This is an optimization exercise on Yosys and OpenROAD, whose aim is small area, a short achievable clock period and few clock cycles per item, not a production implementation.
Function was checked by simulation only, so behaviour that the tests miss may differ from the original.
Power is estimated from default activity; no workload was simulated.

==> flow/design.v (outline; a module is shown in full before it is edited, if it fits) <==
// module mnist_head: 3631 lines
module mnist_head(
    input               clk,
    input               rst_n,
    input  [15:0]       my_input,
    input               input_valid,
    output [16:0]       output_data,
    output [159:0]      output_scores,
    output              output_valid);
  // ...
==> flow/flow/run.sh <==
#!/bin/bash
# Own layout flow: the standard layout (standard.sh) with two changes to how
# the layout is made, none to the constraints:
#  - synthesis uses the reference script with Yosys's fine-stage "abc -fast"
#    skipped (synth -noabc), so that the carry-save adder trees written in the RTL
#    map onto full-adder cells without inverters between them; the final ABC
#    mapping, the registers and their names are unchanged;
#  - repair_timing aims for a larger setup slack (SETUP_SLACK_MARGIN).
# Each tool's output goes to the ORFS logs under orfs/logs; make's own output to
# flow_standard.log here.
set -euo pipefail
W=$PWD
sed 's/yosys synth -nofsm -noshare/yosys synth -nofsm -noshare -noabc/' synth_recipe.tcl > flow_synth.tcl
grep -q -- '-noabc' flow_synth.tcl
sed "s|SYNTH_SCRIPT=[^ ]*|SYNTH_SCRIPT=$W/flow_synth.tcl|" standard.sh > flow_standard.sh
grep -q "SYNTH_SCRIPT=$W/flow_synth.tcl" flow_standard.sh
export SETUP_SLACK_MARGIN=${FLOW_SETUP_MARGIN:-6.6}
bash flow_standard.sh > flow_standard.log 2>&1
==> flow/standard.sh <==
#!/bin/bash
# synth_recipe.tcl (not shown) runs the flow's synth.tcl, then flattens the netlist and writes it again
# the make line also repeats each setting of config.mk as NAME=value (left out here)
make -C /OpenROAD-flow-scripts/flow DESIGN_CONFIG=/design/flow/config.mk WORK_HOME=/design/flow/orfs CLKGATE_MAP_FILE= SYNTH_SCRIPT=/design/flow/synth_recipe.tcl "${@:-finish}"
==> flow/config.mk <==
export PLATFORM = sky130hd
export DESIGN_NAME = mnist_head
export DESIGN_NICKNAME = mnist_head
export VERILOG_FILES = /design/flow/design.v
export SDC_FILE = /design/flow/constraint.sdc
export NUM_CORES = 4
export LEC_CHECK = 0
export CAP_MARGIN = 20
export CORE_MARGIN = 2
export CORE_UTILIZATION = 55
export SLEW_MARGIN = 20
==> flow/constraint.sdc <==
create_clock -name core_clock -period 10.0 [get_ports {clk}]
set_input_delay 2.0000 -clock core_clock [delete_from_list [all_inputs] [get_ports {clk}]]
set_output_delay 2.0000 -clock core_clock [all_outputs]
set_load 0.01 [all_outputs]
==> impl_metrics.ini, run 1 <==
[worst_setup_path]
worst_r2r_endpoint = ac1[7]
critPathArrivalTime_ns = 4.08
cp_cell_sequence = clkbuf_16 -> and2_1 -> a21oi_1 -> xnor2_1 -> fa_1 -> fa_1 -> fa_1
crit_end = ac1[7]

[die]
dieWidth_um = 409

[detailed_routing]
viasPerCell = 6.16
wl_met1_mm = 123
vias = 67060

[grt]
met2_usage_pct = 54.7
use_met1_pct = 46.3
grt_pass1_vias = 69868

[logic_synthesis]
synthMuxAreaShare_pct = 0.953
synthTopCellsByCount = fa_1, xnor2_1, dfxtp_1
synth_xor_xnor_area_share_pct = 12.5
synth_warnings = 1
synth_area_leaders = fa_1, dfxtp_1, xnor2_1

[power_and_ir_drop]
vdd_drop_max_v = 0.000386
finalPower_mw = 39.3

[min_path]
hold_end = ov

[cells_and_area]
nMultiInputCombCells = 6692
antennaDiodeCount = 12

[cts]
cts.sinks = 1020
cts_resized = 904
clock_latency_ns = 0.81
cts_hold_buffers = 0

[run_status]
outcome = complete, no violations

[sta]
setup_tns_ns = 0
skew_ns = 0.0514

[job]
drv_cap = 0

[place]
port_buffers = 173
Testbench counts, summed over its fixed seeds: cycles 33,600, items 2,400.
==> run 2, diff against run 1 <==
--- a/flow/design.v
+++ b/flow/design.v
@@ -3575,50 +3575,50 @@
     as9 <= {n9_c136, n9_c135, n9_c134, n9_c133, n9_c132, n9_c131, n9_c130, n9_c129, n9_c128, n9_c127, n9_c126, n9_c125, n9_c124, n9_c123, n9_c122, n9_c121, n9_c120, n9_c119, n9_c118, n9_c117, n9_c116, n9_c115, n9_c114, n9_c113, n9_c112, n9_c111, n9_c110, n9_c109, n9_c108, n9_s108};
     ac9 <= {n9_s137, n9_s136, n9_s135, n9_s134, n9_s133, n9_s132, n9_s131, n9_s130, n9_s129, n9_s128, n9_s127, n9_s126, n9_s125, n9_s124, n9_s123, n9_s122, n9_s121, n9_s120, n9_s119, n9_s118, n9_s117, n9_s116, n9_s115, n9_s114, n9_s113, n9_s112, n9_s111, n9_s110, n9_s109, fc9[0]};
 end
 wire [29:0] sum9 = as9 + ac9;
 wire [14:0] sc9 = sum9[29] ? 15'd0 : (|sum9[28:27]) ? 15'h7fff : sum9[26:12];
 reg [14:0] score9;
 always @(posedge clk) score9 <= sc9;
 assign output_scores[159:144] = {1'b0, score9};
-wire hi0 = score1 > score0;    
-reg [15:0] pr0;    
-always @(posedge clk) pr0 <= hi0 ? {1'b1, score1} : {1'b0, score0};
-wire hi1 = score3 > score2;    
-reg [15:0] pr1;    
-always @(posedge clk) pr1 <= hi1 ? {1'b1, score3} : {1'b0, score2};
-wire hi2 = score5 > score4;    
-reg [15:0] pr2;    
-always @(posedge clk) pr2 <= hi2 ? {1'b1, score5} : {1'b0, score4};
-wire hi3 = score7 > score6;    
-reg [15:0] pr3;    
-always @(posedge clk) pr3 <= hi3 ? {1'b1, score7} : {1'b0, score6};
-wire hi4 = score9 > score8;    
-reg [15:0] pr4;    
-always @(posedge clk) pr4 <= hi4 ? {1'b1, score9} : {1'b0, score8};
-wire gt1_0 = pr1[14:0] > pr0[14:0];    
-wire gt2_0 = pr2[14:0] > pr0[14:0];    
-wire gt3_0 = pr3[14:0] > pr0[14:0];    
-wire gt4_0 = pr4[14:0] > pr0[14:0];    
-wire gt2_1 = pr2[14:0] > pr1[14:0];    
-wire gt3_1 = pr3[14:0] > pr1[14:0];    
-wire gt4_1 = pr4[14:0] > pr1[14:0];    
-wire gt3_2 = pr3[14:0] > pr2[14:0];    
-wire gt4_2 = pr4[14:0] > pr2[14:0];    
-wire gt4_3 = pr4[14:0] > pr3[14:0];    
+reg hr0;    
+always @(posedge clk) hr0 <= score1 > score0;
+wire [14:0] pw0 = hr0 ? score1 : score0;
+reg hr1;    
+always @(posedge clk) hr1 <= score3 > score2;
+wire [14:0] pw1 = hr1 ? score3 : score2;
+reg hr2;    
+always @(posedge clk) hr2 <= score5 > score4;
+wire [14:0] pw2 = hr2 ? score5 : score4;
+reg hr3;    
+always @(posedge clk) hr3 <= score7 > score6;
+wire [14:0] pw3 = hr3 ? score7 : score6;
+reg hr4;    
+always @(posedge clk) hr4 <= score9 > score8;
+wire [14:0] pw4 = hr4 ? score9 : score8;
+wire gt1_0 = pw1 > pw0;    
+wire gt2_0 = pw2 > pw0;    
+wire gt3_0 = pw3 > pw0;    
+wire gt4_0 = pw4 > pw0;    
+wire gt2_1 = pw2 > pw1;    
+wire gt3_1 = pw3 > pw1;    
+wire gt4_1 = pw4 > pw1;    
+wire gt3_2 = pw3 > pw2;    
+wire gt4_2 = pw4 > pw2;    
+wire gt4_3 = pw4 > pw3;    
 wire win0 = ~gt1_0 & ~gt2_0 & ~gt3_0 & ~gt4_0;
 wire win1 = ~gt2_1 & ~gt3_1 & ~gt4_1 & gt1_0;
 wire win2 = ~gt3_2 & ~gt4_2 & gt2_0 & gt2_1;
 wire win3 = ~gt4_3 & gt3_0 & gt3_1 & gt3_2;
 wire win4 = gt4_0 & gt4_1 & gt4_2 & gt4_3;
 wire [3:0] widx =
-    ({4{win0}} & {3'd0, pr0[15]}) | ({4{win1}} & {3'd1, pr1[15]}) |
-    ({4{win2}} & {3'd2, pr2[15]}) | ({4{win3}} & {3'd3, pr3[15]}) |
-    ({4{win4}} & {3'd4, pr4[15]});
+    ({4{win0}} & {3'd0, hr0}) | ({4{win1}} & {3'd1, hr1}) |
+    ({4{win2}} & {3'd2, hr2}) | ({4{win3}} & {3'd3, hr3}) |
+    ({4{win4}} & {3'd4, hr4});
 reg [3:0] idx;
 always @(posedge clk) idx <= widx;
 assign output_data = {13'd0, idx};
 assign output_valid = ov;
 always @(posedge clk or negedge rst_n)
     if (!rst_n) begin
         d1 <= 1'b0; d2 <= 1'b0; ov <= 1'b0;
         d3 <= 1'b0;
==> flow/config.mk (replaced) <==
export PLATFORM = sky130hd
export DESIGN_NAME = mnist_head
export DESIGN_NICKNAME = mnist_head
export VERILOG_FILES = /design/flow/design.v
export SDC_FILE = /design/flow/constraint.sdc
export NUM_CORES = 4
export LEC_CHECK = 0
export CAP_MARGIN = 20
export CORE_MARGIN = 2
export CORE_UTILIZATION = 55
export CTS_CLUSTER_DIAMETER = 100
export CTS_CLUSTER_SIZE = 30
export SLEW_MARGIN = 20
==> impl_metrics.ini, run 2 <==
[logic_synthesis]
synth_area_leaders = fa_1, dfxtp_1, xnor2_1
syn_avg_cell_area_um2 = 10.2
ys_ff_latch = 945
ys_seq_area_share_pct = 21.5
synthFlopType = dfxtp_1
syn_area_um2 = 88300
synth_edf_count = 0
yosysUniqueCellTypes = 87
yosys.area.top_type = fa_1
yosysMostFrequentCell = fa_1
synthArstFlopShare_pct = 1.48
synth_warnings = 1
synth_top_area_share_pct = 27.9
syn_inst = 8617
synthTopCellsByCount = fa_1, xnor2_1, dfxtp_1

[run_status]
outcome = complete, no violations

[detailed_routing]
drt-wirelength-per-cell_um = 28.6
vias = 66190
drc = 0
antenna_left = 0
drt_iter0_drc = 7037
viasPerCell = 6.24
firstDrtPassIters = 9
drt-total-wl_mm = 303

[worst_setup_path]
critPathArrivalTime_ns = 4.02
crit_path_max_fanout = 8
r2r-start = as6[21]
critPathKind = register to register
crit_path_start = as6[21]
rrSetupSlack_ns = 6.60
cp.required_ns = 10.62
critPathCaptureType = register
startpoint_type = register

[die]
dieArea_um2 = 164000
fp-row-count = 147
coreArea_um2 = 160000
die_h_um = 405
dieWidth_um = 405
start_util_pct = 55.2
io_pins = 197

[sta]
hold_violations = 0
tightest_slew_ns = 1.22
setup_viol = 0
rsz0062_at_grt = yes
skew_ns = 0.0612
period_share_pct = 34.0
setup_tns_ns = 0
slew_viol_final = 0
final.setup.worst_slack_ns = 6.60
fmax_mhz = 294
finalCriticalPeriod_ns = 3.40
relSlewSlack_pct = 18.1

[place]
port_buffers = 173
pre_cts_slack_ns = 5.04
hpwlAfterDp_mm = 193
gp_congestion = 0.910

[cts]
htree_levels = 2
clock_latency_ns = 0.77
cts.sinks = 945
clockBufferDepth = 3
numCtsBuffers = 50
clk_pin_slew_ns = 0.11
clock-root-buffer = clkbuf_16
cts_tree = built

[grt]
grt_max_degree = 84
grt_pass1_vias = 67985
overflow = 0
grt_use_total_pct = 35.8
antenna_found_initial = 16
grt_pass1_wl_mm = 440

[cells_and_area]
fillCellCount = 13492
reg.largest.list = as0: 31 flops, as1: 31 flops
layout_common_cells = fa_1, xnor2_1, a22oi_1
multi_input_area_um2 = 66500
syn_to_final_growth_pct = 10.5
drive_gt1_share_pct = 12.9
regArea_um2 = 19500
final_common_cell = fa_1
finalNetCount = 10373

[job]
drv_cap = 0

[power_and_ir_drop]
powerDensity_nw_per_um2 = 384
vdd_drop_max_v = 0.000251
leakage_nw = 40.9

[min_path]
min_path_type = register to register
min_from = d1
[run 2: repair_timing]
| item | CTS | global route |
|---|---|---|
| cloned | 14 | 20 |
| pin swaps | 17 | 77 |
| setup buffers | 117 | 66 |
| setup endpoints to repair | 899 | 406 |
| hold buffers | 0 | 0 |
| gates resized for setup | 842 | 191 |
[run 2: cell families (layout without fill, tap and decap cells)]
kind of cell | count (synthesis) | after routing | share of synthesized area (%)
DFF | 945 | 945 | 21.5
other | 1 | 32 | 0.00425
and+or+nand+nor | 1751 | 1752 | 10.3
buffers and inverters | 992 | 857 | 4.34
xor gates and xnor gates | 1276 | 1277 | 12.7
adders and majority gates | 1887 | 1887 | 37.2
muxes | 20 | 20 | 0.227
AOI/OAI and AO/OA | 1745 | 1746 | 13.7
[run 2: worst paths after layout]
check / cells after the start / to
min: 0 / d2
max reg2reg: 14 / score6[6]
max: 14 / score6[6]
min reg2reg: 0 / d2
min in group asynchronous: 1 / kh[8]
max in group asynchronous: 1 / kh[0]
[run 2: area by class of cell]
| cell class | count | share of cell area, % |
|---|---|---|
| clock buffer | 56 | 1.35 |
| multi-input combinational | 6705 | 68.2 |
| antenna | 9 | 0.0231 |
| sequential | 945 | 20.0 |
| inverter | 245 | 0.943 |
| clock inverter | 36 | 0.561 |
| timing repair buffer | 520 | 6.28 |
| tap | 2086 | 2.68 |
[run 2: per-layer routing]
layer | wire length, um | vias to the layer above | track usage [%]
li1 | - | 28588 | -
met1 | 123000 | 33459 | 48.9
met2 | 135000 | 3396 | 56.0
met3 | 29300 | 739 | 6.68
met4 | 16300 | 8 | 15.1
met5 | 60 | - | 0
[run 2: worst max-delay path, stage by stage (launching register included)]
cell	delay, ns
dfxtp_1	0.33
ha_1	0.36
a21o_1	0.18
a21o_1	0.17
a21o_1	0.18
a21o_1	0.18
a221o_1	0.37
a21oi_2	0.20
o21ai_4	0.13
a2111oi_4	0.30
buf_4	0.20
a311oi_4	0.04
buf_4	0.22
buf_12	0.13
a41oi_4	0.29
[run 2: through the flow]
stage | instances | util (%) | cell area, um^2 | power, mW | hold WS (ns)
3_3_place_gp | 10284 | 56.8 | 90900 | 32.3 | 0.340
5_1_grt | 10596 | 60.9 | 97500 | 41.2 | 0.369
3_5_place_dp | 10284 | 56.8 | 90900 | 33.1 | 0.336
4_1_cts | 10507 | 59.8 | 95700 | 36.8 | 0.368
6_report | 10602 | 60.9 | 97500 | 37.4 | 0.365
2_1_floorplan | 8639 | - | 88300 | 25.2 | 0.331
[run 2: power by group]
part | total, mW | switching, mW | internal (mW)
Sequential | 7.63 | 1.53 | 6.10
Combinational | 27.0 | 15.1 | 12.0
Clock | 2.74 | 1.63 | 1.11
Total | 37.4 | 18.2 | 19.2
Testbench counts of run 2, summed over its fixed seeds: cycles 33,600, items 2,400.
==> run 3, diff against run 2 <==
--- a/flow/config.mk
+++ b/flow/config.mk
@@ -9,5 +9,5 @@
 export CORE_MARGIN = 2
 export CORE_UTILIZATION = 55
 export CTS_CLUSTER_DIAMETER = 100
-export CTS_CLUSTER_SIZE = 30
+export CTS_CLUSTER_SIZE = 26
 export SLEW_MARGIN = 20
==> impl_metrics.ini, run 3 <==
[run_status]
outcome = complete, no violations

[power_and_ir_drop]
finalPower_mw = 37.3
vdd_drop_max_v = 0.000250
powerDensity_nw_per_um2 = 383
leakage_nw = 40.7

[die]
fp-row-count = 147
io_pins = 197
dieWidth_um = 405
die_h_um = 405
coreArea_um2 = 160000
dieArea_um2 = 164000
start_util_pct = 55.2

[sta]
slew_viol_final = 0
rsz0062_at_grt = yes
finalCriticalPeriod_ns = 3.45
fmax_mhz = 290
hold_violations = 0
setup_tns_ns = 0
relSlewSlack_pct = 18.2
tightest_slew_ns = 1.22
setup_viol = 0
skew_ns = 0.0589
period_share_pct = 34.5

[worst_setup_path]
crit_path_max_fanout = 13
critPathCaptureType = register
critPathKind = register to register
startpoint_type = register
cp.required_ns = 10.63
critPathArrivalTime_ns = 4.07

[job]
drv_cap = 0

[cts]
clock-root-buffer = clkbuf_16
clk_pin_slew_ns = 0.10
htree_levels = 2
clockBufferDepth = 3
cts_hold_buffers = 0
cts.sinks = 945
numCtsBuffers = 51
cts_tree = built
clock_latency_ns = 0.76

[logic_synthesis]
synth_area_leaders = fa_1, dfxtp_1, xnor2_1
yosysMostFrequentCell = fa_1
ys_ff_latch = 945
synth_top_area_share_pct = 27.9
syn_avg_cell_area_um2 = 10.2
synthFlopType = dfxtp_1
synthArstFlopShare_pct = 1.48
yosys.area.top_type = fa_1
synth_edf_count = 0
syn_inst = 8617
syn_area_um2 = 88300
ys_seq_area_share_pct = 21.5
synth_warnings = 1
synthTopCellsByCount = fa_1, xnor2_1, dfxtp_1
yosysUniqueCellTypes = 87

[grt]
grt_pass1_wl_mm = 440
overflow = 0
grt_max_degree = 84
antenna_found_initial = 14
grt_use_total_pct = 35.8
grt_pass1_vias = 67937

[cells_and_area]
fillCellCount = 13555
layout_common_cells = fa_1, xnor2_1, a22oi_1
finalNetCount = 10360
drive_gt1_share_pct = 12.7
final_area_um2 = 97200
syn_to_final_growth_pct = 10.1
reg.largest.list = as0: 31 flops, as1: 31 flops
final_common_cell = fa_1

[detailed_routing]
drc = 0
drt-total-wl_mm = 303
vias = 66128
antenna_left = 0
drt_iter0_drc = 6777
drt-wirelength-per-cell_um = 28.7
firstDrtPassIters = 6
viasPerCell = 6.25

[place]
port_buffers = 173
dpl-instance-area_um2 = 90900
hpwlAfterDp_mm = 193
gp_congestion = 0.910

[min_path]
min_path_type = register to register
## run 3: cell counts after synthesis
Identical to the previous run, type by type.
## run 3: area by class of cell
type | instances | area, um^2 | share of cell area (%)
Multi-Input combinational cell | 6704 | 66300 | 68.3
Sequential cell | 945 | 19500 | 20.1
Timing Repair Buffer | 507 | 6000 | 6.17
Tap cell | 2086 | 2610 | 2.69
Clock buffer | 62 | 1360 | 1.40
Inverter | 245 | 920 | 0.946
Clock inverter | 29 | 444 | 0.457
Antenna cell | 9 | 22.5 | 0.0232
## run 3: through the flow
stage          std cells  utilization, %  setup slack (ns)  hold slack [ns]
6_report           10587            60.7              6.55            0.364
5_1_grt            10579            60.7              6.47            0.369
4_1_cts            10505            59.7              6.56            0.367
3_5_place_dp       10284            56.8              5.04            0.336
3_3_place_gp       10284            56.8              5.13            0.340
2_1_floorplan       8639               -              6.60            0.331
## run 3: what timing repair did
| action | CTS | global route |
|---|---|---|
| pin swaps | 20 | 51 |
| setup buffers | 117 | 53 |
| setup endpoints to repair | 897 | 399 |
| gates resized for setup | 839 | 178 |
| gates cloned | 13 | 20 |
## run 3: cells by family (layout without fill, tap and decap cells)
| group | count (synthesis) | count (layout) | synth area share [%] |
|---|---|---|---|
| buf+inv | 992 | 843 | 4.34 |
| fa+ha+maj | 1887 | 1887 | 37.2 |
| xor+xnor | 1276 | 1276 | 12.7 |
| other cells | 1 | 32 | 0.00425 |
| simple gates | 1751 | 1752 | 10.3 |
| compound gates | 1745 | 1746 | 13.7 |
| flops | 945 | 945 | 21.5 |
| mux | 20 | 20 | 0.227 |
## run 3: worst paths after layout
path | from | to | slack (ns) | cells after the start
worst max-delay path | xr1[15] | ac3[22] | 6.55 | 9
worst min-delay path | d1 | d2 | 0.36 | 0
worst max register to register | xr1[15] | ac3[22] | 6.55 | 9
worst min register to register | d1 | d2 | 0.36 | 0
max in group asynchronous | rst_n | kh[0] | 7.60 | 1
min in group asynchronous | rst_n | kh[8] | 1.74 | 1
## run 3: report_power, final
group          switching (mW)  internal [mW]
logic                    15.0           12.0
registers                1.53           6.10
clock network            1.56           1.11
## run 3: per-layer routing
metal	share of wire [%]	track usage [%]	vias up
li1	-	-	28544
met1	41	48.9	33616
met2	45	56.4	3243
met3	9.5	6.86	721
met4	5.1	14.2	4
met5	0.013	0	-
## run 3: worst max-delay path, cell delays in order (launching register included)
cell and delay [ns]:
dfxtp_4 0.54, buf_4 0.22, clkbuf_16 0.22, o21ai_0 0.13
xnor2_1 0.16, buf_4 0.16, fa_1 0.54, fa_1 0.43
fa_1 0.51, fa_1 0.41

afterwards: timing with drivers on the ports:
In the flow no input, the clock included, has a driving cell. The finished layouts below were timed again as built, in two steps. Step 1 (the two cells are an assumption about what drives the block):
set clk [get_ports {clk}]
set_driving_cell -lib_cell sky130_fd_sc_hd__clkbuf_16 $clk
set_driving_cell -lib_cell sky130_fd_sc_hd__buf_2 [delete_from_list [all_inputs] $clk]
Step 2 times the ports against the registers' clock, not the clock port: input delays grow and output delays shrink by t, the midpoint of the rising clock arrivals with the driver on. Slacks: ideal ports / drivers / drivers and shift; pairs: ideal ports / drivers.
| run | t, ns | setup slack, ns | latest minus earliest clock arrival (ns) | worst register clock-pin slew, ns |
|---|---|---|---|---|
| run 1 | 0.877 | 6.590 / 6.500 / 5.890 | 0.052 / 0.053 | 0.07 / 0.07 |
| run 2 | 0.825 | 6.598 / 6.534 / 5.969 | 0.073 / 0.072 | 0.12 / 0.12 |
| run 3 | 0.816 | 6.554 / 6.549 / 5.924 | 0.060 / 0.061 | 0.12 / 0.12 |
After both steps every run listed still meets setup and hold. The setup slack of run 1, which loses most, moves by -0.090 ns with the drivers and by -0.700 ns with both steps.
